This is an optimization exercise on Yosys and OpenROAD, whose aim is small area and a short achievable clock period, not a production implementation.
In this exercise RTL edits were held to simulation tests only and were not proved equivalent to the original.
Power is estimated from default activity; no workload was simulated.

==> v12: inputs <==
// core_flattened
module core_flattened
                       (input  clk
                       ,input  reset
                       ,input  [65-1:0] net_packet_flat_i
                       ,output [65-1:0] net_packet_flat_o
                       ,input  [34-1:0] from_mem_flat_i
                       ,output [36-1:0]  to_mem_flat_o
                       ,output logic [3-1:0] barrier_o
                       ,output logic         exception_o
                       ,output [31-1:0]       debug_flat_o
                       ,output logic [31:0]   data_mem_addr
                       );
localparam [1:0] IDLE = 2'b00, RUN = 2'b01, ERR = 2'b11;
wire [9:0]  net_id   = net_packet_flat_i[64:55];
wire [2:0]  net_op   = net_packet_flat_i[54:52];
wire [13:0] net_addr = net_packet_flat_i[45:32];
wire [31:0] net_data = net_packet_flat_i[31:0];
wire n_instr, n_reg, n_pc, n_bar;
assign net_packet_flat_o = net_packet_flat_i;
wire [31:0] mem_rdata = from_mem_flat_i[33:2];
wire        mem_valid = from_mem_flat_i[1];
wire        mem_yumi  = from_mem_flat_i[0];
logic [6:0]  PC_r;
logic [2:0]  barrier_mask_r, barrier_r;
logic [1:0]  state_r;
logic [15:0] instruction_alt;
logic        use_arr;
logic [1:0]  mem_stage_r;
logic [1:0]  wait_count;
logic [15:0] fd_instr;  logic [6:0] fd_pc;
logic [15:0] de_instr;  logic [6:0] de_pc;
logic [31:0] de_rs_val, de_rd_val;    
logic        de_is_load, de_writes, de_is_mem;
logic [15:0] em_instr;  logic [6:0] em_pc;
logic [31:0] em_rs_val, em_alu;
logic        em_is_load, em_writes, em_is_store, em_is_mem, em_is_byte;
logic [15:0] mw_instr;  logic [6:0] mw_pc;
logic [31:0] mw_wd;                   
logic        mw_is_load, mw_writes;
logic fa_em, fa_mw, fb_em, fb_mw, fc_rd, fc_rs;
wire net_PC_write_cmd_IDLE, jump_now, jalr_net, PC_wen;
wire stall_non_mem, yumi_to_mem_c, stall;
wire valid_to_mem_c = em_is_mem & (mem_stage_r < 2'b10);
logic [1:0] mem_stage_n;
always_comb begin
  mem_stage_n = mem_stage_r;
  if (valid_to_mem_c) mem_stage_n = 2'b01;
  if (mem_yumi)       mem_stage_n = 2'b10;
  if (mem_valid & ~stall_non_mem) mem_stage_n = 2'b00;
end
wire [4:0] de_op = de_instr[15:11];
wire [4:0] de_rd = de_instr[10:6];
wire [5:0] de_rs = de_instr[5:0];
wire [31:0] rs_op = fa_em ? em_alu : fa_mw ? mw_wd : de_rs_val;
  ...
==> flow/config.mk <==
export PLATFORM = sky130hd
export DESIGN_NAME = core_flattened
export DESIGN_NICKNAME = core_flattened
export VERILOG_FILES = /design/flow/design.v
export SDC_FILE = /design/flow/constraint.sdc
export NUM_CORES = 4
export LEC_CHECK = 0
export CAP_MARGIN = 20
export CORE_MARGIN = 2
export CORE_UTILIZATION = 30
export CTS_CLUSTER_DIAMETER = 100
export CTS_CLUSTER_SIZE = 20
export PLACE_DENSITY = 0.45
export SETUP_SLACK_MARGIN = 4.5
export SLEW_MARGIN = 20
export SYNTH_HIERARCHICAL = 1
==> flow/constraint.sdc <==
create_clock -name core_clock -period 10.0 [get_ports {clk}]
set_input_delay 2.0000 -clock core_clock [delete_from_list [all_inputs] [get_ports {clk}]]
set_output_delay 2.0000 -clock core_clock [all_outputs]
set_load 0.01 [all_outputs]
run.sh (not shown) runs the stock make flow with config.mk's settings and CLKGATE_MAP_FILE= SYNTH_SCRIPT=/design/flow/synth_recipe.tcl, a recipe that flattens the netlist after the stock synthesis.
==> inputs of v31, as changes to v12 <==
SETUP_SLACK_MARGIN = 5   (was 4.5)
==> summary of the runs <==
Critical path depth: v31 is higher than v12 (2). In v31 the setup slack is better than in v12, by 0.43 ns. Flip-flop and latch count is the same in v31 and v12. Of v12 and v31, v12 has the higher sequential share of layout area (gap 0.51 points). Between v31 and v12, the lower register-to-register slack is in v12 (gap 0.43 ns). In synthesized cell count, v31 and v12 do not differ. Against v12, the hold slack of v31 is higher by 0.012 ns. Between v31 and v12, the lower wire length is in v31 (gap 1.8%, measured against v12). Between v31 and v12, the lower via count is in v12 (gap 1.4%, measured against v12). Of v31 and v12, v31 has the higher combinational power (gap about 2%, measured against v12).
==> figures <==
metric                                                                       v31           v12
Total number of vias                                                      151000        149000
Met2 Track Usage GR                                                        0.523         0.541
Met2 routed WL                                                         488000 µm     502000 µm
Pint                                                                     25.2 mW       25.3 mW
Final weighted congestion of routability-driven global placement            1.08          1.05
#MultiIn Comb                                                               6570          6566
Signed area change from the synthesized netlist to the final layout        16.2%         15.2%
Worst endpoint required time                                            10.95 ns      10.94 ns
Antenna violations before repair                                             229           231
Status                                          no timing/DRC/antenna violations  no timing/DRC/antenna violations
Final layout net count                                                     12800         12800
Violation count after the first detailed-route iteration                   37600         35900
Clock latency reported for the late side of the worst-skew pair          1.09 ns       1.10 ns
Fmax                                                                     184 MHz       170 MHz
Switching share of total power                                             0.223         0.223
Total track usage                                                          0.395         0.403
Power Density                                                         154 nW/µm²    155 nW/µm²
Sum of internal, switching and leakage power                             32.5 mW       32.5 mW
Fin cells                                                                  20900         20800
Setup WS pre-CTS                                                         2.74 ns       2.58 ns
Endpoint of the most critical setup path                             fd_instr[5]  fd_instr[15]

[port drivers added, routing unchanged]
The flow's constraints put no driver on any port. The routed layouts listed below were extracted and timed again, unchanged, in two steps.
Step 1 assumes that a clkbuf_16 drives the clock port and a buf_2 every other input.
Step 2 moves the port delays by t, midway between the first and last clock arrival at a register: inputs arrive t later, outputs are due t later. That takes back most of the time a late clock gives input paths.
a / b / c = ideal ports / drivers / drivers and shift; a / b = the first two.
run | shift t [ns] | setup slack, ns | hold WS [ns] | worst setup path at the end | cell pins on the clock port's net
v12 | 1.200 | 4.124 / 4.124 / 3.445 | 0.454 / 0.454 / 0.454 | input to register | 1
v31 | 1.182 | 4.551 / 4.551 / 3.760 | 0.466 / 0.466 / 0.466 | input to register | 1
After both steps every run listed still meets setup and hold. For v31, which loses most, drivers alone change the setup slack by 0.000 ns; drivers and shift together by -0.791 ns.
